Background: an optimization exercise with open tools, aiming at a short achievable clock period and few clock cycles. Do not read the settings as production practice. Function was checked by simulation only, so behaviour that the tests miss may differ from the original. Power is estimated from default activity; no workload was simulated.

<file path="flow/constraint.sdc">
create_clock -name core_clock -period 13.0 [get_ports {clk}]
set_input_delay 2.6000 -clock core_clock [delete_from_list [all_inputs] [get_ports {clk}]]
set_output_delay 2.6000 -clock core_clock [all_outputs]
set_load 0.01 [all_outputs]
</file>
<file path="flow/config.mk">
export PLATFORM = sky130hd
export DESIGN_NAME = top
export DESIGN_NICKNAME = top
export VERILOG_FILES = /design/flow/design.v
export SDC_FILE = /design/flow/constraint.sdc
export NUM_CORES = 4
export LEC_CHECK = 0
export ABC_CLOCK_PERIOD_IN_PS = 1500
export CAP_MARGIN = 40
export CORE_MARGIN = 2
export CORE_UTILIZATION = 50
export CTS_CLUSTER_DIAMETER = 60
export CTS_CLUSTER_SIZE = 20
export SLEW_MARGIN = 20
export SYNTH_HIERARCHICAL = 1
export SYNTH_MINIMUM_KEEP_SIZE = 0
</file>
<file path="flow/standard.sh">
#!/bin/bash
# synth_recipe.tcl (not shown) runs the flow's synth.tcl, then flattens the netlist and writes it again
# the make line also repeats each setting of config.mk as NAME=value (left out here)
make -C /OpenROAD-flow-scripts/flow DESIGN_CONFIG=/design/flow/config.mk WORK_HOME=/design/flow/orfs CLKGATE_MAP_FILE= SYNTH_SCRIPT=/design/flow/synth_recipe.tcl "${@:-finish}"
</file>
<file path="flow/flow/run.sh">
#!/bin/bash
# The standard layout, with timing repair aimed at a setup slack of
# SETUP_SLACK_MARGIN ns instead of 0, so that repair keeps improving paths
# well below the 13 ns clock period.
set -euo pipefail
bash standard.sh SETUP_SLACK_MARGIN=9.5 finish > standard.log 2>&1
</file>
<file path="flow/design.v">
`timescale 1ns / 1ps
module top (
		input wire clk,
		input wire rst,
		output wire [7:0] imem_addr,
		input wire [15:0] imem_data,
		output reg 	  tr_rf_we,
		output reg [1:0]  tr_rf_addr,
		output reg [8:0]  tr_rf_data,
		output reg 	  tr_dm_we,
		output reg [7:0]  tr_dm_addr,
		output reg [8:0]  tr_dm_data
	);
	function [7:0] add8;
		input [7:0] x, y;
		reg [7:0] g0, p0, g1, p1, g2, p2, g3;
		begin
			g0 = x & y;
			p0 = x ^ y;
			g1 = g0 | (p0 & {g0[6:0], 1'b0});
			p1 = p0 & {p0[6:0], 1'b0};
			g2 = g1 | (p1 & {g1[5:0], 2'b0});
			p2 = p1 & {p1[5:0], 2'b0};
			g3 = g2 | (p2 & {g2[3:0], 4'b0});
			add8 = p0 ^ {g3[6:0], 1'b0};
		end
	endfunction
	reg [8:0] r0, r1, r2, r3;
	reg [7:0] pc;
	assign imem_addr = pc;
	wire [3:0] f_op  = imem_data[15:12];
	wire [1:0] f_rs  = imem_data[11:10];
	wire [1:0] f_rt  = imem_data[9:8];
	wire [1:0] f_rd  = imem_data[7:6];
	wire [7:0] f_imm = imem_data[7:0];
	wire f_ld     = (f_op == 4'h0);
	wire f_st     = (f_op == 4'h1);
	wire f_rrr    = (f_op == 4'h2) | (f_op == 4'h4) | (f_op == 4'h5) | (f_op == 4'h7);
	wire f_beq    = (f_op == 4'hB);
	wire f_bne    = (f_op == 4'hC);
	wire f_wr     = ~f_st & ~f_beq & ~f_bne & (f_op != 4'hE) & (f_op != 4'hF);
	wire f_useimm = (f_op == 4'h3) | (f_op == 4'h6) | (f_op == 4'h8);
	reg        x_v;
	reg [3:0]  x_alo;     
	reg [15:0] x_dlo;     
	reg        x_c4;      
	reg [3:0]  x_bhi;     
	reg [3:0]  x_ihi;     
	reg [7:0]  x_a;       
	reg [8:0]  x_b;       
	reg [7:0]  x_opb;     
	reg        x_ld, x_st, x_wr;
	reg        k_add, k_not, k_and, k_or, k_sra, k_sll;
	reg [1:0]  x_dst;
	wire [7:0] sum = add8(x_a, x_opb);
	wire       ovf = (x_a[7] == x_opb[7]) && (x_a[7] != sum[7]);
	wire [7:0] lres = ({8{k_not}} & ~x_opb)
	                | ({8{k_and}} & (x_a & x_opb))
	                | ({8{k_or}}  & (x_a | x_opb))
	                | ({8{k_sra}} & {x_a[7], x_a[7:1]})
	                | ({8{k_sll}} & {x_a[6:0], 1'b0});
	wire [8:0] alu_res = k_add ? {ovf, sum} : {1'b0, lres};
	wire [3:0]  x_ahi = x_bhi + x_ihi + {3'b000, x_c4};
	wire [7:0]  maddr = {x_ahi, x_alo};
	wire [15:0] x_dhi = 16'd1 << x_ahi;
	reg        mem_clr;
	reg  [8:0] mem [0:255];
	wire [8:0] grp [0:15];
	genvar g, h;
	generate
		for (g = 0; g < 16; g = g + 1) begin : rdg
			wire [8:0] t [0:15];
			for (h = 0; h < 16; h = h + 1) begin : rdw
				assign t[h] = {9{x_dlo[h]}} & mem[16*g+h];
			end
			assign grp[g] = {9{x_dhi[g]}} &
				(((t[0] | t[1]) | (t[2] | t[3])) | ((t[4] | t[5]) | (t[6] | t[7])) |
				 ((t[8] | t[9]) | (t[10] | t[11])) | ((t[12] | t[13]) | (t[14] | t[15])));
		end
	endgenerate
	wire [8:0] mrd = ((grp[0] | grp[1]) | (grp[2] | grp[3])) | ((grp[4] | grp[5]) | (grp[6] | grp[7])) |
	                 ((grp[8] | grp[9]) | (grp[10] | grp[11])) | ((grp[12] | grp[13]) | (grp[14] | grp[15]));
	wire mwe = x_v & x_st;
	generate
		for (g = 0; g < 256; g = g + 1) begin : word
			always @(posedge clk) begin
				if (mem_clr)
					mem[g] <= 9'd0;
				else if (mwe && x_dlo[g % 16] && x_dhi[g / 16])
					mem[g] <= x_b;
			end
		end
	endgenerate
	always @(posedge clk, posedge rst) begin
		if (rst)
			mem_clr <= 1'b1;
		else
			mem_clr <= 1'b0;
	end
	wire [8:0] wdata = x_ld ? mrd : alu_res;
	wire       rwe   = x_v & x_wr;
	reg [8:0] rf_s, rf_t;
	always @(*) begin
		case (f_rs)
			2'd0: rf_s = r0;
			2'd1: rf_s = r1;
			2'd2: rf_s = r2;
			default: rf_s = r3;
		endcase
		case (f_rt)
			2'd0: rf_t = r0;
			2'd1: rf_t = r1;
			2'd2: rf_t = r2;
			default: rf_t = r3;
		endcase
	end
	wire       fwd_s = rwe & (x_dst == f_rs);
	wire       fwd_t = rwe & (x_dst == f_rt);
	wire [8:0] f_s   = fwd_s ? wdata : rf_s;
	wire [8:0] f_t   = fwd_t ? wdata : rf_t;
	wire e01, e02, e03, e12, e13, e23;
	wire [3:0] ea;
	brcmp cmp (.r0(r0[7:0]), .r1(r1[7:0]), .r2(r2[7:0]), .r3(r3[7:0]),
	           .a(x_a), .b(x_opb), .k_add(k_add), .lres(lres),
	           .e01(e01), .e02(e02), .e03(e03), .e12(e12), .e13(e13), .e23(e23), .ea(ea));
	reg e_rf;
	always @(*) begin
		case ({f_rs, f_rt})
			4'b0001, 4'b0100: e_rf = e01;
			4'b0010, 4'b1000: e_rf = e02;
			4'b0011, 4'b1100: e_rf = e03;
			4'b0110, 4'b1001: e_rf = e12;
			4'b0111, 4'b1101: e_rf = e13;
			4'b1011, 4'b1110: e_rf = e23;
			default: e_rf = 1'b1;
		endcase
	end
	wire       f_same    = (f_rs == f_rt);
	wire       f_eq_rf   = f_same | (~fwd_s & ~fwd_t & e_rf);
	wire [1:0] f_ea_idx  = fwd_s ? f_rt : f_rs;
	wire [3:0] f_sel_ea  = {4{~f_same & (fwd_s | fwd_t)}} & (4'd1 << f_ea_idx);
	wire [7:0] f_pc1 = pc + 8'd1;
	wire [7:0] f_tgt = add8(pc, f_imm);
	wire [7:0] f_base = fwd_s ? alu_res[7:0] : rf_s[7:0];
	wire [4:0] f_alo  = {1'b0, f_base[3:0]} + {1'b0, f_imm[3:0]};
	wire f_stall = x_v & x_ld & ((fwd_s & (f_ld | f_st | f_beq | f_bne)) |
	                             (fwd_t & (f_beq | f_bne)));
	wire [7:0] f_pc_eq = f_stall ? pc : (f_beq ? f_tgt : f_pc1);
	wire [7:0] f_pc_ne = f_stall ? pc : (f_bne ? f_tgt : f_pc1);
	wire [7:0] f_pc_next;
	pcsel psel (.ea(ea), .sel_ea(f_sel_ea), .eq_rf(f_eq_rf),
	            .pc_eq(f_pc_eq), .pc_ne(f_pc_ne), .pc_next(f_pc_next));
	always @(posedge clk, posedge rst) begin
		if (rst) begin
			pc <= 8'd0;
			x_v <= 1'b0;
			r0 <= 9'd0;
			r1 <= 9'd0;
			r2 <= 9'd0;
			r3 <= 9'd0;
			tr_rf_we <= 1'b0;
			tr_dm_we <= 1'b0;
		end else begin
			pc <= f_pc_next;
			x_v <= ~f_stall;
			if (rwe) begin
				case (x_dst)
					2'd0: r0 <= wdata;
					2'd1: r1 <= wdata;
					2'd2: r2 <= wdata;
					default: r3 <= wdata;
				endcase
			end
			tr_rf_we <= rwe;
			tr_dm_we <= mwe;
		end
	end
	always @(posedge clk) begin
		x_alo <= f_alo[3:0];
		x_dlo <= 16'd1 << f_alo[3:0];
		x_c4 <= f_alo[4];
		x_bhi <= f_base[7:4];
		x_ihi <= f_imm[7:4];
		x_a <= f_s[7:0];
		x_b <= f_t;
		x_opb <= f_useimm ? f_imm : f_t[7:0];
		x_ld <= f_ld;
		x_st <= f_st;
		x_wr <= f_wr;
		k_add <= (f_op == 4'h2) | (f_op == 4'h3);
		k_not <= (f_op == 4'h4);
		k_and <= (f_op == 4'h5) | (f_op == 4'h6);
		k_or  <= (f_op == 4'h7) | (f_op == 4'h8);
		k_sra <= (f_op == 4'h9);
		k_sll <= (f_op == 4'hA);
		x_dst <= f_rrr ? f_rd : f_rt;
		tr_rf_addr <= x_dst;
		tr_rf_data <= wdata;
		tr_dm_addr <= maddr;
		tr_dm_data <= x_b;
	end
endmodule
module brcmp (
		input wire [7:0] r0, r1, r2, r3,
		input wire [7:0] a, b, lres,
		input wire k_add,
		output wire e01, e02, e03, e12, e13, e23,
		output wire [3:0] ea
	);
	function sum_eq;
		input [7:0] x, y, k;
		reg [7:0] c;
		begin
			c = {(x[6:0] & y[6:0]) | ((x[6:0] | y[6:0]) & ~k[6:0]), 1'b0};
			sum_eq = ~|(x ^ y ^ k ^ c);
		end
	endfunction
	assign e01 = (r0 == r1);
	assign e02 = (r0 == r2);
	assign e03 = (r0 == r3);
	assign e12 = (r1 == r2);
	assign e13 = (r1 == r3);
	assign e23 = (r2 == r3);
	assign ea = k_add ? {sum_eq(a, b, r3), sum_eq(a, b, r2), sum_eq(a, b, r1), sum_eq(a, b, r0)}
	                  : {lres == r3, lres == r2, lres == r1, lres == r0};
endmodule
module pcsel (
		input wire [3:0] ea, sel_ea,
		input wire eq_rf,
		input wire [7:0] pc_eq, pc_ne,
		output wire [7:0] pc_next
	);
	wire eq = eq_rf | (|(ea & sel_ea));
	assign pc_next = eq ? pc_eq : pc_ne;
endmodule
</file>
==> impl_results.md, run 1 <==
* Yosys top cell by area: dfxtp_1
* Sequential Power Share at 0.394
* Detail Route Antenna Nets at 0
* Worst vdd ir at 0.2133 mV
* Clock root cell: clkbuf_16
* Clk Latency, worst-skew pair at 0.91 ns
* Async S/R FF share, synth at 0.01963
* Leak at 37.34 nW
* Final Setup Violations at 0
* Finished Layout Cells at 15720
* Comb power frac at 0.314
* DR pass1 iterations at 9
* RSZ-0062 raised after global routing: yes
* Skew final at 0.04827 ns
* DPL Wire Length at 271700 um
* Final hold vios at 0
* Drt total wl at approximately 460000 um
* I/O pin cnt at 56
* Die height at 455.4 um
* DRC at 0
* Clock transition at path regs at ~0.080 ns
* Main synth FF type: dfxtp_1
* Max Cap Viol at 0
* Yosys reg bits at ~2400
* Port Buffers at 55
* Syn avg cell area at 7.765 um^2
* Cts hold-fix bufs at 0
* Vias in the first global route at approximately 93000
* Slowest cell on the critical path: dfrtp_2
* Kind of critical path: register to output port
* Core Region at 0.2023 mm^2
* DR vias at a little over 100k
* Status: no timing/DRC/antenna violations
* Number of flops mapped to enable cells by yosys at 0
* Register area at 0.04934 mm^2
* Area added between synthesis and finish at 15.34%
* Grt ovf at 0
* Placer Congestion at roughly 0.93
* Vias/cell at 6.550
* Leading cell type in the layout, fill and taps excluded: nand2_1
* Post-synthesis cell count at approximately 13000
* Worst hold slack at 0.3376 ns
* Site row count at 165
* Final Core Density at 0.5809
* Crit path DAT at 1.46 ns
* Bufs on Longest Clock Path at 3
* Post-route setup TNS at 0 ns
* Cell-internal power at 12.73 mW
* Fill cells at 18254
* DR iter-0 viols at 15199
* Die ar. at 0.2074 mm^2
* H-tree levels at 4
* Tcrit/Tclk final at 0.3123
* Slew margin rel. at 0.1849
* Initial antenna violation count at 20
* Die Span X at 455.4 um
* Worst-margin pin slew at 1.223 ns
* Syn_nets at 13204
* P_sw at 8.511 mW
* Multi-input logic area at 0.05159 mm^2
* Starting Density at 0.5036
* Clock network power share at 0.293
* Post-Synthesis Cell Area at 0.1019 mm^2
* Top cells by area, synth: dfxtp_1 47%, nand2_1 18%, a21oi_1 12%
* Placed Instances at 15153
* Startpoint types: register
* Fin crit period at between 4 and 5 ns
* Nets at 12970
* Hold crit path type: register to register
* CTS tree: done
* Max Freq at 0.2463 GHz
* Switching Fraction at 0.4006
* Synth Warn # at 9
* Crit-path max FO at 2
* Max-slew violation count at 0
* Worst Path Buf+Inv at 1
* Largest delay share family, worst path: flip-flops
* Most frequent cells in the layout: 4951 x nand2_1, 2351 x dfxtp_1, 2328 x a21oi_1
* Share of cells above drive strength 1 at 0.1078
* PwrDens at approximately 180 mW/mm^2
* Total GRT Usage at 0.4232
* First-pass GRT wire length at 657800 um
* Post-synth top area share at 0.4709
* Distinct cells, synth at 74
* Crit path largest cell delay at 0.45 ns
* Worst path cell trace: buf_6
* Finished Cell Area at 0.1175 mm^2
* Seq/Total Area, Yosys at 0.4827
* Largest net degree at the start of global routing at 179
* CTS sink cnt at 2445
* Clock buffer count from CTS at about 180
* Required @ worst endpoint at ~10 ns
* Post-detailed-route wirelength per cell at 29.57 um
* Dpl cell area at 0.1050 mm^2
* Worst setup EP type: output port
==> per-module statistics from Yosys (local to each module, per instance) <==
module / flops+latches / cells inside / cell area [um^2] / copies in the design
brcmp: 0 / 252 / 2207 / 1
pcsel: 0 / 11 / 111.4 / 1
top: 2445 / 12860 / 99580 / 1
==> area by class of cell <==
cell class                      count  share of cell area
Multi-Input combinational cell   9660              0.4390
Sequential cell                  2445              0.4198
Timing Repair Buffer              539             0.05670
Clock buffer                      206             0.04088
Tap cell                         2672             0.02845
Clock inverter                    114             0.01267
Inverter                           66            0.002161
Antenna cell                       18           0.0003832
==> cells by family (layout without fill, tap and decap cells) <==
kind of cell / Yosys count / count (layout) / synth area share
buffers and inverters: 1018 / 925 / 0.03866
AO/OA/AOI/OAI: 3765 / 3765 / 0.2323
other: 1 / 19 / 0.00003680
XOR/XNOR: 138 / 138 / 0.01230
flip-flops: 2445 / 2445 / 0.4827
AND/OR/NAND/NOR: 5640 / 5640 / 0.2160
multiplexers: 53 / 53 / 0.007773
adder cells (fa/ha/maj): 63 / 63 / 0.01017
==> synth_stat cells (14+ instances only) <==
library cell and count:
ha_1 30, xnor2_1 107, nor2_1 303, o21ai_0 58
buf_1 136, nand2b_1 16, nand4_1 162, inv_1 65
and3_1 36, mux4_2 18, nand3_1 30, mux2_2 29
o221a_2 24, and2_1 14, a22o_1 548, fa_1 33
buf_2 15, a21oi_1 2349, dfxtp_1 2397, clkbuf_1 788
dfrtp_1 47, o21ai_1 16, a31oi_1 18, a221oi_1 525
a22oi_1 141, nand2_1 4991, nor3_1 29, xor2_1 25
==> registers in the layout, indices dropped and copies added (netlist names), 9 cells and up <==
register / count
mem: 2304
r0: 9
r1: 9
r2: 9
r3: 9
tr_dm_data: 9
tr_rf_data: 9
x_b: 9
x_dlo: 16
==> power groups by stage <==
stage	clock (mW)	combinational, mW	sequential (mW)
global route	6.49	6.67	8.35
finish	6.22	6.67	8.36
detailed placement	0	4.73	8.62
floorplan	0	2.97	7.98
CTS	6.21	5.90	8.32
global placement	0	4.54	8.72
==> layer usage <==
metal	global-route usage	share of wire	vias to the layer above
met3	0.1202	0.13	1609
met1	0.5628	0.38	49461
li1	-	-	44702
met4	0.2522	0.070	22
met2	0.6091	0.42	7177
met5	0	0.00036	-
==> worst paths after layout <==
| kind | startpoint | end | slack (ns) | cells after the start |
|---|---|---|---|---|
| worst max-delay path | pc[1] | imem_addr[1] | 8.94 | 1 |
| min in group asynchronous | rst | x_v | 2.29 | 3 |
| worst min register to register | x_alo[1] | tr_dm_addr[1] | 0.34 | 0 |
| max in group asynchronous | rst | r2[5] | 10.18 | 3 |
| worst max register to register | x_bhi[0] | r3[0] | 9.22 | 15 |
| worst min-delay path | x_alo[1] | tr_dm_addr[1] | 0.34 | 0 |
==> timing repair <==
| item | CTS | global route |
|---|---|---|
| resized for setup | 686 | 295 |
| endpoints found under the setup margin | 2249 | 1516 |
| buffers inserted | 130 | 49 |
| endpoints found under the hold margin | 0 | 0 |
| pin swaps | 107 | 84 |
| gates cloned | 22 | 9 |
==> through the flow <==
step           total power, mW  setup slack (ns)
6_report                 21.25             8.940
3_5_place_dp             13.35             7.413
4_1_cts                  20.44             8.903
2_1_floorplan            10.95             8.414
3_3_place_gp             13.26             7.329
5_1_grt                  21.51             8.923
Testbench counts, summed over its fixed seeds: cycles 58,269.
==> run 2, diff against run 1 <==
--- a/flow/config.mk
+++ b/flow/config.mk
@@ -8,7 +8,7 @@
 export ABC_CLOCK_PERIOD_IN_PS = 1500
 export CAP_MARGIN = 40
 export CORE_MARGIN = 2
-export CORE_UTILIZATION = 50
+export CORE_UTILIZATION = 40
 export CTS_CLUSTER_DIAMETER = 60
 export CTS_CLUSTER_SIZE = 20
 export SLEW_MARGIN = 20
==> run 2 against run 1 <==
  * Global-route usage down 8.2 points
  * Hold slack worse by 0.011 ns
  * Register-to-register slack about the same
  * Sequential share of layout area fell by 0.46 points
  * Die area increased by 25%
  * Cell area grew 1.1%
  * Synthesized cell count unchanged
  * Combinational power increased by 4.9%
  * Sequential power shrank 0.8%
  * First-iteration DRC count is 4.5% higher
  * Clock-buffer cell count down 3
  * Via count fell by 1.3%
==> impl_results.md, run 2 <==
* Status: no timing/DRC/antenna violations
* Max FFs per register at 2304
* Sequential Power Share at 0.388
* Slowest cell on the critical path: dfxtp_4
* Die ar. at 0.2588 mm^2
* H-tree levels at 4
* Post-detailed-route wirelength per cell at 28.33 um
* Die Span X at 508.7 um
* Starting Density at 0.4016
* Synth Warn # at 9
* Clock transition at path regs at approximately 0.090 ns
* Die height at 508.7 um
* Final Setup Violations at 0
* Leak at roughly 37 nW
* Yosys reg bits at 2445
* PwrDens at 179.7 mW/mm^2
* Comb power frac at 0.328
* DRC at 0
* Clk Latency, worst-skew pair at 0.91 ns
* Startpoint types: register
* Number of flops mapped to enable cells by yosys at 0
* Post-route setup TNS at 0 ns
* Placer Congestion at between 0.9 and 1
* RSZ-0062 raised after global routing: yes
* Post-synthesis cell count at 13123
* Worst path cell trace: buf_6
* Nets at 13004
* Most numerous cell in the Yosys netlist: nand2_1
* Largest delay share family, worst path: flip-flops
* Reg2reg end: r3[7]
* Largest net degree at the start of global routing at 210
* Crit-path max FO at 1
* Site row count at between 150 and 200
* Worst hold slack at 0.3269 ns
* Tcrit/Tclk final at 0.3121
* Core Region at 0.2537 mm^2
* I/O pin cnt at 56
* RR Startpoint: x_ihi[0]
* Detail Route Antenna Nets at 0
* Required @ worst endpoint at 10.40 ns
* Seq/Total Area, Yosys at 0.4827
* Async S/R FF share, synth at 0.01963
* Kind of critical path: register to output port
* CP Capture Point: tr_dm_addr[5]
* DR vias at 101617
* CTS sink cnt at 2445
* Syn_nets at 13204
* Clock root cell: clkbuf_16
* Total GRT Usage at 0.3415
* Area added between synthesis and finish at 16.63%
* Yosys top cell by area: dfxtp_1
* Port Buffers at 55
* Synth cell count leaders: 4991 x nand2_1, 2397 x dfxtp_1, 2349 x a21oi_1
* Leading cell type in the layout, fill and taps excluded: nand2_1
* Main synth FF type: dfxtp_1
* Skew final at 0.05039 ns
* Max-slew violation count at 0
* Slew margin rel. at 0.1123
* Finished Cell Area at 0.1188 mm^2
* Most frequent cells in the layout: 4967 x nand2_1, 2348 x dfxtp_1, 2326 x a21oi_1
* Worst setup EP type: output port
* Worst vdd ir at 0.1891 mV
* Initial antenna violation count at 30
* Dpl cell area at 0.1059 mm^2
* Instance count on the critical path at 1
* Worst Path Buf+Inv at 1
* Worst R2R Path Depth at 16
* Drt total wl at roughly 470000 um
* Clock buffer count from CTS at about 180
* Crit path DAT at 1.46 ns
* DPL Wire Length at 262400 um
* Clock network power share at 0.284
* Max Freq at 0.2465 GHz
* Final hold vios at 0
* Fin crit period at 4.057 ns
* Largest register by flop count: mem
* Distinct cells, synth at 74
* Vias in the first global route at 89606
* Bufs on Longest Clock Path at 3
* Grt ovf at 0
* Worst Setup SP: tr_dm_addr[5]
* DR iter-0 viols at 15886
* Worst-margin pin slew at 1.332 ns
* Cell-internal power at about 13 mW
* Syn avg cell area at 7.765 um^2
* DR pass1 iterations at 6
* R2R Setup Slk at 9.22 ns
* Switching Fraction at 0.4062
* Hold Crit Depth at 0
* Top cells by area, synth: dfxtp_1 47%, nand2_1 18%, a21oi_1 12%
* Crit path largest cell delay at 0.43 ns
* Max Cap Viol at 0
* Vias/cell at 6.183
* Largest registers: mem: 2304 flops, x_dlo: 16 flops
* Post-Synthesis Cell Area at 0.1019 mm^2
* P_sw at 8.675 mW
* Post-synth top area share at 0.4709
* First-pass GRT wire length at 657500 um
* Hold crit path type: register to register
* Share of cells above drive strength 1 at 0.1105
* CTS tree: done
run 2: cell counts after synthesis:
No cell type changed its count.
run 2: layer usage:
metal	share of wire	global-route usage
met2	0.41	0.4856
met4	0.069	0.2049
met3	0.13	0.09005
met1	0.38	0.4607
met5	0.00090	0
run 2: stage by stage:
step	utilization	power (mW)	instances	worst slack (ns)
2_1_floorplan	-	10.95	13123	8.414
3_3_place_gp	0.4135	13.23	15750	7.180
3_5_place_dp	0.4172	13.31	15833	7.539
4_1_cts	0.4572	20.43	16316	8.911
5_1_grt	0.4683	21.60	16425	8.937
6_report	0.4684	21.36	16436	8.943
run 2: area by class of cell:
| type | instances | area, um^2 |
|---|---|---|
| timing repair buffer | 572 | 7251 |
| fill | 24580 | 134900 |
| clock buffer | 203 | 4723 |
| clock inverter | 110 | 1329 |
| antenna | 12 | 30.03 |
| multi-input combinational | 9662 | 51700 |
| tap | 3366 | 4212 |
| sequential | 2445 | 49350 |
| inverter | 66 | 254.0 |
run 2: power groups by stage:
stage / registers [mW] / logic, mW / clock network, mW
2_1_floorplan: 7.98 / 2.97 / 0
3_3_place_gp: 8.70 / 4.53 / 0
3_5_place_dp: 8.63 / 4.68 / 0
4_1_cts: 8.29 / 6.06 / 6.07
5_1_grt: 8.28 / 6.96 / 6.36
6_report: 8.29 / 7.00 / 6.07
run 2: repair_timing:
item | 4_1_cts | 5_1_grt
buffers inserted | 144 | 73
endpoints found under the setup margin | 2290 | 1982
cloned | 26 | 9
gates resized for setup | 648 | 367
hold buffers | 0 | 0
pin swaps | 112 | 119
run 2: per-module statistics from Yosys (local to each module, per instance):
module / times used / cells inside
top: 1 / 12860
pcsel: 1 / 11
brcmp: 1 / 252
run 2: worst min path at each step:
stage	from	endpoint	slack (ns)
floorplan	x_alo[0]	tr_dm_addr[0]	0.31
global placement	x_alo[2]	tr_dm_addr[2]	0.31
detailed placement	x_alo[2]	tr_dm_addr[2]	0.31
CTS	x_alo[2]	tr_dm_addr[2]	0.33
global route	x_alo[2]	tr_dm_addr[2]	0.33
finish	x_alo[2]	tr_dm_addr[2]	0.33
run 2: cell families (layout without fill, tap and decap cells):
family	count (synthesis)	in the layout	share of synthesized area
compound gates	3765	3766	0.2323
flops	2445	2445	0.4827
buf+inv	1018	951	0.03866
simple gates	5640	5641	0.2160
xor+xnor	138	138	0.01230
other cells	1	13	0.00003680
fa+ha+maj	63	63	0.01017
mux	53	53	0.007773
==> run 3, diff against run 2 <==
--- a/flow/config.mk
+++ b/flow/config.mk
@@ -8,7 +8,7 @@
 export ABC_CLOCK_PERIOD_IN_PS = 1500
 export CAP_MARGIN = 40
 export CORE_MARGIN = 2
-export CORE_UTILIZATION = 40
+export CORE_UTILIZATION = 60
 export CTS_CLUSTER_DIAMETER = 60
 export CTS_CLUSTER_SIZE = 20
 export SLEW_MARGIN = 20
==> run 3 against run 2 <==
  * Still clean on timing, DRC and antenna
  * Clock skew is 0.0024 ns higher
  * Utilization is 22 points higher
  * Worst setup slack better by 0.028 ns
  * Synthesized cell count is the same
  * Register-to-register slack got worse by 0.03 ns
  * Die area fell by 33%
  * Hold slack improved by 0.014 ns
  * Largest power group unchanged
==> impl_results.md, run 3 <==
* Status: no timing/DRC/antenna violations
* Distinct cells, synth at 74
* Worst path cell trace: buf_6
* Main synth FF type: dfxtp_1
* Skew final at 0.05278 ns
* Crit path DAT at approximately 1.4 ns
* RSZ-0062 raised after global routing: yes
* Crit-path max FO at 2
* Worst Path Buf+Inv at 1
* Startpoint types: register
* CTS sink cnt at 2445
* DRC at 0
* Crit path largest cell delay at 0.44 ns
* Site row count at 151
* Hold crit path type: register to register
* Largest register by flop count: mem
* Tcrit/Tclk final at 0.3099
* Most frequent cells in the layout: 4941 x nand2_1, 2347 x dfxtp_1, 2329 x a21oi_1
* Reg2reg end: r1[0]
* Worst vdd ir at 0.1851 mV
* Required @ worst endpoint at 10.40 ns
* Worst Setup SP: pc[4]
* Vias/cell at 6.879
* PwrDens at around 180 mW/mm^2
* Post-synth top area share at 0.4709
* Yosys reg bits at between 2000 and 2500
* Post-detailed-route wirelength per cell at roughly 30 um
* Final hold vios at 0
* Syn_nets at between 10000 and 15000
* PnR worst setup slack at 8.971 ns
* Clock root cell: clkbuf_16
* Synth Warn # at 9
* Worst-margin pin slew at 1.225 ns
* Worst R2R Path Depth at 7
* Max Cap Viol at 0
* R2R Setup Slk at about 9.2 ns
* Starting Density at 0.6026
* Largest registers: mem: 2304 flops, x_dlo: 16 flops
* DR iter-0 viols at 18262
* Post-route setup TNS at 0 ns
* Kind of critical path: register to output port
* Synth cell count leaders: 4991 x nand2_1, 2397 x dfxtp_1, 2349 x a21oi_1
* Die ar. at 0.1731 mm^2
* I/O pin cnt at 56
* Total GRT Usage at 0.4960
* Leak at about 37 nW
* First-pass GRT wire length at 642700 um
* Worst setup EP type: output port
* Bufs on Longest Clock Path at 3
* Number of flops mapped to enable cells by yosys at 0
* Post-synthesis cell count at 13123
* Fin crit period at 4.029 ns
* Max Freq at between 0.2 and 0.25 GHz
* Worst hold slack at roughly 0.34 ns
* Leading cell type in the layout, fill and taps excluded: nand2_1
* Nets at ~13000
* Clock buffer count from CTS at 164
* Largest delay share family, worst path: flip-flops
* Vias in the first global route at 94776
* Largest net degree at the start of global routing at 240
* Placed Instances at 14671
* Most numerous cell in the Yosys netlist: nand2_1
* Yosys top cell by area: dfxtp_1
* Core Region at 0.1691 mm^2
* Max-slew violation count at 0
* Seq/Total Area, Yosys at 0.4827
* Port Buffers at 55
* CTS tree: done
* Share of cells above drive strength 1 at 0.1034
* Finished Layout Cells at 15215
* Die Span X at 416.1 um
* DR vias at between 100k and 150k
* Final Setup Violations at 0
* DR pass1 iterations at 9
* Initial antenna violation count at 28
* Top cells by area, synth: dfxtp_1 47%, nand2_1 18%, a21oi_1 12%
* Syn avg cell area at 7.765 um^2
* Slowest cell on the critical path: dfrtp_2
* Instance count on the critical path at 1
* Detail Route Antenna Nets at 0
* Slew margin rel. at 0.1836
* Final Core Density at 0.6850
* Drt total wl at 451500 um
* DPL Wire Length at approximately 260000 um
* RR Startpoint: x_dlo[1]
* Post-Synthesis Cell Area at 0.1019 mm^2
* Die height at approximately 420 um
* Clk Latency, worst-skew pair at 0.90 ns
* Placer Congestion at a little under 1
* Grt ovf at 0
* Area added between synthesis and finish at 13.67%
* DP Worst Slack at about 7 ns
* Max FFs per register at 2304
* H-tree levels at 4
* Clock transition at path regs at 0.08 ns
* Async S/R FF share, synth at 0.01963
* CP Capture Point: imem_addr[4]
[run 3: final cells by class]
cell class	count	area, um^2
clock inverters	82	895.9
diodes	15	37.54
clock buffers	200	4484
repair buffers	527	6625
fillers	13956	53270
repair inverters	1	8.758
inverters	66	267.8
multi-input cells	9661	51400
well taps	2218	2775
flip-flops and latches	2445	49330
[run 3: timing repair]
action | in CTS | in global routing
gates cloned | 26 | 4
hold buffers | 0 | 0
setup endpoints to repair | 2159 | 1381
buffers inserted | 136 | 43
gates resized for setup | 627 | 289
pin swaps | 98 | 66
[run 3: cells by family (layout without fill, tap and decap cells)]
| family | count (synthesis) | after routing | share of synthesized area |
|---|---|---|---|
| flip-flops | 2445 | 2445 | 0.4827 |
| XOR/XNOR | 138 | 138 | 0.01230 |
| multiplexers | 53 | 53 | 0.007773 |
| AO/OA/AOI/OAI | 3765 | 3766 | 0.2323 |
| other | 1 | 16 | 0.00003680 |
| AND/OR/NAND/NOR | 5640 | 5640 | 0.2160 |
| adder cells (fa/ha/maj) | 63 | 63 | 0.01017 |
| buffers and inverters | 1018 | 876 | 0.03866 |
[run 3: worst min path at each step]
stage | start | endpoint | slack [ns] | cells past startpoint
CTS | x_alo[2] | tr_dm_addr[2] | 0.34 | 0
finish | x_alo[2] | tr_dm_addr[2] | 0.34 | 0
floorplan | x_alo[0] | tr_dm_addr[0] | 0.31 | 0
detailed placement | x_alo[2] | tr_dm_addr[2] | 0.32 | 0
global placement | x_alo[0] | tr_dm_addr[0] | 0.33 | 0
global route | x_alo[2] | tr_dm_addr[2] | 0.35 | 0
[run 3: power by group]
part	switching, mW	internal, mW	total, mW	leakage [nW]
Combinational	4.66	1.94	6.60	14.3
Clock	2.91	2.66	5.57	2.62
Sequential	0.746	7.67	8.42	19.9
[run 3: through the flow]
stage	cell area, um^2	total power, mW
floorplan	102200	10.95
global placement	103300	13.03
detailed placement	104400	13.16
CTS	113800	19.67
global route	115800	20.71
finish	115800	20.59
[run 3: modules after synthesis (local to each module, per instance)]
module	copies in the design	cells inside	cell area, um^2	flip-flops and latches
top	1	12860	99580	2445
brcmp	1	252	2207	0
pcsel	1	11	111.4	0
[run 3: per-layer routing]
layer,part of all wire,global-route usage
met1,0.35,0.6249
met2,0.40,0.6931
met3,0.16,0.1741
met4,0.089,0.3772
met5,0.00055,0.006391
==> run 4, diff against run 3 <==
--- a/flow/config.mk
+++ b/flow/config.mk
@@ -8,9 +8,9 @@
 export ABC_CLOCK_PERIOD_IN_PS = 1500
 export CAP_MARGIN = 40
 export CORE_MARGIN = 2
-export CORE_UTILIZATION = 60
+export CORE_UTILIZATION = 50
 export CTS_CLUSTER_DIAMETER = 60
-export CTS_CLUSTER_SIZE = 20
+export CTS_CLUSTER_SIZE = 40
 export SLEW_MARGIN = 20
 export SYNTH_HIERARCHICAL = 1
 export SYNTH_MINIMUM_KEEP_SIZE = 0
==> run 4 against run 3 <==
  * Die area up 20%
  * Global-route usage shrank 7.4 points
  * Clock power is 9.5% higher
  * Wire length is 2.2% higher
  * Sequential power shrank 0.8%
  * Sequential share of layout area shrank 0.75 points
  * Synthesized cell count is the same
  * Sequential cell count unchanged
  * Critical endpoint is now imem_addr[1]
==> impl_results.md, run 4 <==
* Status: no timing/DRC/antenna violations
* Routed met1 length at 175900 um
* Compound-Gate Fraction of Synth Area at 0.2323
* Placer Congestion at 0.9328
* Synth cell count leaders: 4991 x nand2_1, 2397 x dfxtp_1, 2349 x a21oi_1
* Syn avg cell area at 7.765 um^2
* Kind of critical path: register to output port
* DR iter-0 viols at ~16000
* Initial antenna violation count at 22
* Clock transition at path regs at 0.10 ns
* Site row count at 165
* Vias/cell at 6.512
* Syn_nets at 13204
* Clock root cell: clkbuf_16
* H-tree levels at 4
* Async S/R FF share, synth at 0.01963
* Main synth FF type: dfxtp_1
* Final Core Density at 0.5827
* Worst path cell trace: buf_6
* Finished Cell Area at 0.1179 mm^2
* Met2 wire length at 191700 um
* Die ar. at 0.2074 mm^2
* Worst Setup SP: pc[1]
* Yosys reg bits at approximately 2400
* Worst hold slack at 0.3407 ns
* Largest delay share family, worst path: flip-flops
* Post-synth top area share at 0.4709
* Final Setup Violations at 0
* Main combinational cell family by area after synthesis: compound AO/OA/AOI/OAI gates
* Starting Density at 0.5036
* Core Region at 0.2023 mm^2
* Hold crit path type: register to register
* Synth Warn # at 9
* Largest net degree at the start of global routing at 179
* Worst-margin pin slew at 1.152 ns
* RSZ-0062 raised after global routing: yes
* Detail Route Antenna Nets at 0
* Max-slew violation count at 0
* Nets at 12995
* RR Startpoint: x_dlo[5]
* Yosys top cell by area: dfxtp_1
* Placed Instances at 15153
* Die Span X at 455.4 um
* Share of cells above drive strength 1 at 0.1145
* Post-detailed-route wirelength per cell at 29.33 um
* Startpoint types: register
* PwrDens at 179.7 mW/mm^2
* Slew margin rel. at 0.2322
* Xor and xnor area share after synthesis at 0.01230
* First-pass GRT wire length at 656500 um
* DPL Wire Length at 271700 um
* Simple-Gate Fraction of Synth Area at 0.2160
* Synth Area in Adders at 0.01017
* Required @ worst endpoint at 10.40 ns
* Largest register by flop count: mem
* Bufs on Longest Clock Path at 3
* Post-Synthesis Cell Area at 0.1019 mm^2
* Worst setup EP type: output port
* DRC at 0
* Multi-input logic area at about 0.052 mm^2
* Most numerous cell in the Yosys netlist: nand2_1
* Seq/Total Area, Yosys at 0.4827
* Crit path largest cell delay at 0.45 ns
* Dpl cell area at around 0.10 mm^2
* Drt total wl at 461600 um
* Distinct cells, synth at 74
* Post-synthesis cell count at 13123
* Power consumption at 21.19 mW
* Routed met3 length at 61470 um
* DP Worst Slack at between 7 and 8 ns
* PnR worst setup slack at between 8 and 9 ns
* Crit-path max FO at 2
* Worst Path Buf+Inv at 1
* Die height at 455.4 um
* Final hold vios at 0
* Hold path start: x_alo[1]
* Leak at 37.41 nW
* CTS sink cnt at roughly 2400
* Grt ovf at 0
* Largest registers: mem: 2304 flops, x_dlo: 16 flops
* Max Freq at 0.2463 GHz
* DR pass1 iterations at 9
* Max layer used: met5
* Post-route setup TNS at 0 ns
* Fin crit period at 4.061 ns
* CTS tree: done
* Leading cell type in the layout, fill and taps excluded: nand2_1
* Slowest cell on the critical path: dfrtp_2
* Register area at 0.04934 mm^2
* Max FFs per register at 2304
* Clock buffer count from CTS at 171
* Total GRT Usage at 0.4222
* Max Cap Viol at 0
* Crit path DAT at 1.46 ns
* I/O pin cnt at 56
* Clk Latency, worst-skew pair at roughly 0.91 ns
* Mux contribution to synthesized area at 0.007773
* Worst vdd ir at 0.2233 mV
* Finished Layout Cells at 15739
* Most frequent cells in the layout: 4946 x nand2_1, 2350 x dfxtp_1, 2325 x a21oi_1
* DR vias at roughly 100k
* Port Buffers at 55
* Top cells by area, synth: dfxtp_1 47%, nand2_1 18%, a21oi_1 12%
* Tcrit/Tclk final at 0.3124
* Number of flops mapped to enable cells by yosys at 0
* Skew final at 0.06740 ns
* Fill cells at 18159
* Vias in the first global route at just over 90000
* Area added between synthesis and finish at 15.71%
run 4: cell type report:
| type | count | share of cell area |
|---|---|---|
| clock buffers | 191 | 0.03843 |
| well taps | 2672 | 0.02836 |
| flip-flops and latches | 2445 | 0.4185 |
| inverters | 66 | 0.002239 |
| repair buffers | 570 | 0.05923 |
| multi-input cells | 9660 | 0.4391 |
| clock inverters | 124 | 0.01392 |
| diodes | 11 | 0.0002335 |
run 4: worst paths after layout:
check	endpoint	slack, ns	cells past startpoint
setup / recovery	imem_addr[1]	8.94	1
hold / removal	tr_dm_addr[1]	0.34	0
setup reg to reg	r3[0]	9.06	9
hold reg to reg	tr_dm_addr[1]	0.34	0
max in group asynchronous	pc[2]	10.15	3
min in group asynchronous	x_v	2.28	3
run 4: per-layer routing:
metal,GRT usage,up-vias
met1,0.5606,49143
met3,0.1205,1552
met4,0.2518,24
li1,-,44728
met2,0.6078,7043
met5,0,-
run 4: cell families after synthesis:
kind of cell	Yosys count
simple gates	5640
buf+inv	1018
other cells	1
fa+ha+maj	63
mux	53
flops	2445
compound gates	3765
xor+xnor	138
run 4: modules after synthesis (local to each module, per instance):
module	times used	area, um^2
brcmp	1	2207
top	1	99580
pcsel	1	111.4
run 4: timing repair:
action | in CTS | in global routing
setup endpoints to repair | 2285 | 1380
gates cloned | 21 | 9
resized for setup | 739 | 332
pin swaps | 120 | 92
hold buffers | 0 | 0
buffers inserted | 145 | 68
run 4: where the power goes:
| part | total [mW] | leakage (nW) | internal (mW) | switching, mW |
|---|---|---|---|---|
| Combinational | 6.73 | 14.5 | 2.03 | 4.70 |
| Sequential | 8.35 | 19.9 | 7.68 | 0.676 |
| Clock | 6.10 | 2.98 | 2.89 | 3.21 |
==> run 5, diff against run 4 <==
--- a/flow/design.v
+++ b/flow/design.v
@@ -26,7 +26,8 @@
 		end
 	endfunction
 	reg [8:0] r0, r1, r2, r3;
-	reg [7:0] pc;
+	reg [7:0] pc, pc_n;
+	wire [7:0] pc_i = ~pc_n;
 	assign imem_addr = pc;
 	wire [3:0] f_op  = imem_data[15:12];
 	wire [1:0] f_rs  = imem_data[11:10];
@@ -139,20 +140,21 @@
 	wire       f_eq_rf   = f_same | (~fwd_s & ~fwd_t & e_rf);
 	wire [1:0] f_ea_idx  = fwd_s ? f_rt : f_rs;
 	wire [3:0] f_sel_ea  = {4{~f_same & (fwd_s | fwd_t)}} & (4'd1 << f_ea_idx);
-	wire [7:0] f_pc1 = pc + 8'd1;
-	wire [7:0] f_tgt = add8(pc, f_imm);
+	wire [7:0] f_pc1 = pc_i + 8'd1;
+	wire [7:0] f_tgt = add8(pc_i, f_imm);
 	wire [7:0] f_base = fwd_s ? alu_res[7:0] : rf_s[7:0];
 	wire [4:0] f_alo  = {1'b0, f_base[3:0]} + {1'b0, f_imm[3:0]};
 	wire f_stall = x_v & x_ld & ((fwd_s & (f_ld | f_st | f_beq | f_bne)) |
 	                             (fwd_t & (f_beq | f_bne)));
-	wire [7:0] f_pc_eq = f_stall ? pc : (f_beq ? f_tgt : f_pc1);
-	wire [7:0] f_pc_ne = f_stall ? pc : (f_bne ? f_tgt : f_pc1);
+	wire [7:0] f_pc_eq = f_stall ? pc_i : (f_beq ? f_tgt : f_pc1);
+	wire [7:0] f_pc_ne = f_stall ? pc_i : (f_bne ? f_tgt : f_pc1);
 	wire [7:0] f_pc_next;
 	pcsel psel (.ea(ea), .sel_ea(f_sel_ea), .eq_rf(f_eq_rf),
 	            .pc_eq(f_pc_eq), .pc_ne(f_pc_ne), .pc_next(f_pc_next));
 	always @(posedge clk, posedge rst) begin
 		if (rst) begin
 			pc <= 8'd0;
+			pc_n <= 8'hff;
 			x_v <= 1'b0;
 			r0 <= 9'd0;
 			r1 <= 9'd0;
@@ -162,6 +164,7 @@
 			tr_dm_we <= 1'b0;
 		end else begin
 			pc <= f_pc_next;
+			pc_n <= ~f_pc_next;
 			x_v <= ~f_stall;
 			if (rwe) begin
 				case (x_dst)
--- a/flow/config.mk
+++ b/flow/config.mk
@@ -10,7 +10,7 @@
 export CORE_MARGIN = 2
 export CORE_UTILIZATION = 50
 export CTS_CLUSTER_DIAMETER = 60
-export CTS_CLUSTER_SIZE = 40
+export CTS_CLUSTER_SIZE = 20
 export SLEW_MARGIN = 20
 export SYNTH_HIERARCHICAL = 1
 export SYNTH_MINIMUM_KEEP_SIZE = 0
==> run 5 against run 4 <==
  * Non-clock buffer count increased by 4
  * Clock power increased by 3%
  * Utilization increased by 0.078 points
  * Combinational power increased by 8.5%
  * Total power increased by 3.7%
  * Hold slack got worse by 0.012 ns
  * Final cell count increased by 1.2%
  * First-iteration DRC count decreased by 0.58%
  * Sequential power about the same
  * Clock skew decreased by 0.024 ns
  * Global-route usage increased by 0.59 points
  * Critical path type unchanged
  * Critical endpoint is now imem_addr[2]
==> impl_results.md, run 5 <==
* Vias in the first global route at 92828
* Leading cell type in the layout, fill and taps excluded: nand2_1
* Grt ovf at 0
* Fin crit period at 3.999 ns
* Main synth FF type: dfxtp_1
* DR pass1 iterations at 9
* Top Usage Layer GRT: met2
* Fill cells at 18361
* I/O pin cnt at 56
* Synth Warn # at 9
* Multi-input logic area at 0.05204 mm^2
* Placer Congestion at 0.9619
* First-pass GRT wire length at roughly 660000 um
* PwrDens at 184.4 mW/mm^2
* Core Region at 0.2042 mm^2
* Clk Latency, worst-skew pair at roughly 0.9 ns
* Required @ worst endpoint at 10.40 ns
* Instance count on the critical path at 1
* Tcrit/Tclk final at 0.3077
* Async S/R FF share, synth at 0.02283
* Max Cap Viol at 0
* Seq/Total Area, Yosys at 0.4821
* Port Buffers at 55
* Bufs on Longest Clock Path at 3
* Final hold vios at 0
* Vias/cell at 6.488
* Largest delay share family, worst path: flip-flops
* Die ar. at 0.2086 mm^2
* Grt met3 use at 0.1243
* Site row count at about 170
* Status: no timing/DRC/antenna violations
* Top cells by area, synth: dfxtp_1 47%, nand2_1 19%, a21oi_1 11%
* Yosys top cell by area: dfxtp_1
* Detail Route Antenna Nets at 0
* Initial antenna violation count at 20
* Crit path DAT at 1.40 ns
* Skew final at 0.04304 ns
* Post-synth top area share at 0.4683
* Hold crit path type: register to register
* Most frequent cells in the layout: 4961 x nand2_1, 2350 x dfxtp_1, 2327 x a21oi_1
* RSZ-0062 raised after global routing: yes
* Crit path largest cell delay at 0.39 ns
* DPL Wire Length at 270000 um
* Startpoint types: register
* Die height at about 460 um
* Slew margin rel. at 0.1926
* Max Freq at 0.2500 GHz
* Share of cells above drive strength 1 at 0.1177
* Max-slew violation count at 0
* Number of flops mapped to enable cells by yosys at 0
* CTS sink cnt at between 2000 and 2500
* Synth cell count leaders: 5071 x nand2_1, 2397 x dfxtp_1, 2340 x a21oi_1
* Drt total wl at 471600 um
* DR vias at a little over 100k
* Global routing usage on met1 at 0.5626
* Worst hold slack at 0.3283 ns
* Most numerous cell in the Yosys netlist: nand2_1
* Worst Path Buf+Inv at 1
* Post-Synthesis Cell Area at 0.1025 mm^2
* Worst vdd ir at roughly 0.17 mV
* Die Span X at roughly 460 um
* Total GRT Usage at 0.4280
* Worst-margin pin slew at 1.211 ns
* Hold Crit Depth at 0
* Kind of critical path: register to output port
* Syn_nets at approximately 13000
* Largest net degree at the start of global routing at 219
* Leak at 37.84 nW
* DR iter-0 viols at 15881
* Area added between synthesis and finish at 16.26%
* Largest register by flop count: mem
* Yosys reg bits at ~2500
* Post-detailed-route wirelength per cell at 29.61 um
* Final Setup Violations at 0
* Crit-path max FO at 1
* H-tree levels at 4
* Post-route setup TNS at 0 ns
* Nets at 13155
* DRC at 0
* Largest registers: mem: 2304 flops, x_dlo: 16 flops
* Distinct cells, synth at slightly below 80
* Post-synthesis cell count at 13271
* Worst setup EP type: output port
* Max FFs per register at 2304
* Clock buffer count from CTS at 181
* Met2 usage at 0.6141
* Power consumption at 21.96 mW
* Syn avg cell area at 7.722 um^2
* CTS tree: done
* Worst path cell trace: buf_2
* Finished Layout Cells at 15924
* Placed Instances at 15292
* Clock transition at path regs at 0.08 ns
* Slowest cell on the critical path: dfrtp_1
* Starting Density at 0.5019
* Clock root cell: clkbuf_16
* Worst R2R Path Depth at 14
* Cts hold-fix bufs at 0
* Register area at around 0.050 mm^2
run 5: changes by cell type after synthesis, sizes merged, moves of 13 or more:
cell | previous run | this run
a221oi | 525 | 365
a22o | 548 | 377
a22oi | 141 | 449
and4 | 6 | 30
buf | 160 | 189
clkbuf | 792 | 768
inv | 66 | 83
nand2 | 4992 | 5072
nand4 | 162 | 141
nor2 | 303 | 316
nor3 | 29 | 69
o22ai | 9 | 46
run 5: worst reg2reg max path, stage by stage, from the launching register on:
cell and delay [ns]:
dfxtp_4 0.38, fa_2 0.48, inv_2 0.09, fa_2 0.24, xor2_4 0.27, buf_6 0.15
buf_6 0.08, buf_6 0.11, a211o_1 0.19, a21oi_2 0.10, buf_12 0.17, a22oi_2 0.44
or4b_4 0.59, or2_4 0.31, o221a_1 0.22
run 5: modules after synthesis (local to each module, per instance):
module / flip-flops and latches / cells / times used
pcsel: 0 / 11 / 1
brcmp: 0 / 252 / 1
top: 2453 / 13008 / 1
run 5: cell families after synthesis:
logic type | after synthesis | share of synthesized area
AO/OA/AOI/OAI | 3769 | 0.2279
XOR/XNOR | 138 | 0.01223
adder cells (fa/ha/maj) | 63 | 0.01011
buffers and inverters | 1040 | 0.03973
flip-flops | 2453 | 0.4821
multiplexers | 46 | 0.006874
other | 1 | 0.00003659
AND/OR/NAND/NOR | 5761 | 0.2210
run 5: metrics by stage:
step / worst slack, ns / area [um^2] / utilization
global route: 8.884 / 119100 / 0.5833
finish: 9.001 / 119100 / 0.5835
floorplan: 8.426 / 102800 / -
CTS: 8.954 / 116200 / 0.5690
detailed placement: 7.162 / 105400 / 0.5161
global placement: 7.096 / 104600 / 0.5125
run 5: power breakdown:
part / total [mW] / internal, mW / switching, mW / leakage, nW
combinational: 7.30 / 2.21 / 5.09 / 14.7
clock: 6.30 / 3.15 / 3.15 / 3.09
sequential: 8.36 / 7.72 / 0.637 / 20.0
total: 22.0 / 13.1 / 8.88 / 37.8
run 5: cell type report:
class,count,share of cell area
clock buffers,201,0.04021
multi-input cells,9779,0.4368
clock inverters,126,0.01373
diodes,18,0.0003781
repair buffers,574,0.06204
repair inverters,2,0.0001260
flip-flops and latches,2453,0.4158
well taps,2688,0.02823
inverters,83,0.002699
run 5: final timing paths:
check / startpoint / endpoint / slack, ns
hold reg to reg: x_alo[2] / tr_dm_addr[2] / 0.33
max in group asynchronous: rst / pc_n[6] / 10.40
min in group asynchronous: rst / pc[2] / 2.08
setup reg to reg: x_c4 / r3[1] / 9.09
hold / removal: x_alo[2] / tr_dm_addr[2] / 0.33
setup / recovery: pc[2] / imem_addr[2] / 9.00
run 5: repair_timing:
item | 4_1_cts | 5_1_grt
pin swaps | 92 | 103
endpoints found under the hold margin | 0 | 0
cloned | 36 | 11
setup endpoints to repair | 2443 | 1537
gates resized for setup | 670 | 441
buffers inserted | 136 | 89
run 5: per-layer routing:
layer	routed length, um	vias to the layer above
met5	290	-
met4	34770	8
met3	63890	1579
met2	194900	7130
met1	177700	49509
li1	-	45094
Testbench counts of run 5, summed over its fixed seeds: cycles 58,269.

separate check: timing with driven ports:
How much do the figures lean on ideal ports? The routed layouts below were timed once more, with nothing changed but the port constraints. Step 1 sets driving cells, clkbuf_16 on the clock port and buf_2 on the other inputs (assumed; they add their load-dependent delay and slew). Step 2, shift: input delay + t, output delay - t, t = (earliest + latest rising clock arrival at the registers) / 2. This alone moves slack from input paths to output paths. Three values: no drivers, after step 1, after step 2; two values: the first two.
run	shift t [ns]	setup WS [ns]	cell pins on the clock port's net
run 1	0.972	8.940 / 8.854 / 8.188	1
run 2	0.993	8.943 / 8.832 / 8.173	1
run 3	0.951	8.971 / 8.885 / 8.084	1
run 4	0.977	8.939 / 8.835 / 8.195	1
run 5	0.968	9.001 / 8.909 / 8.153	1
After both steps every run listed still meets setup and hold. The setup slack of run 3, which loses most, moves by -0.086 ns with the drivers and by -0.887 ns with both steps.
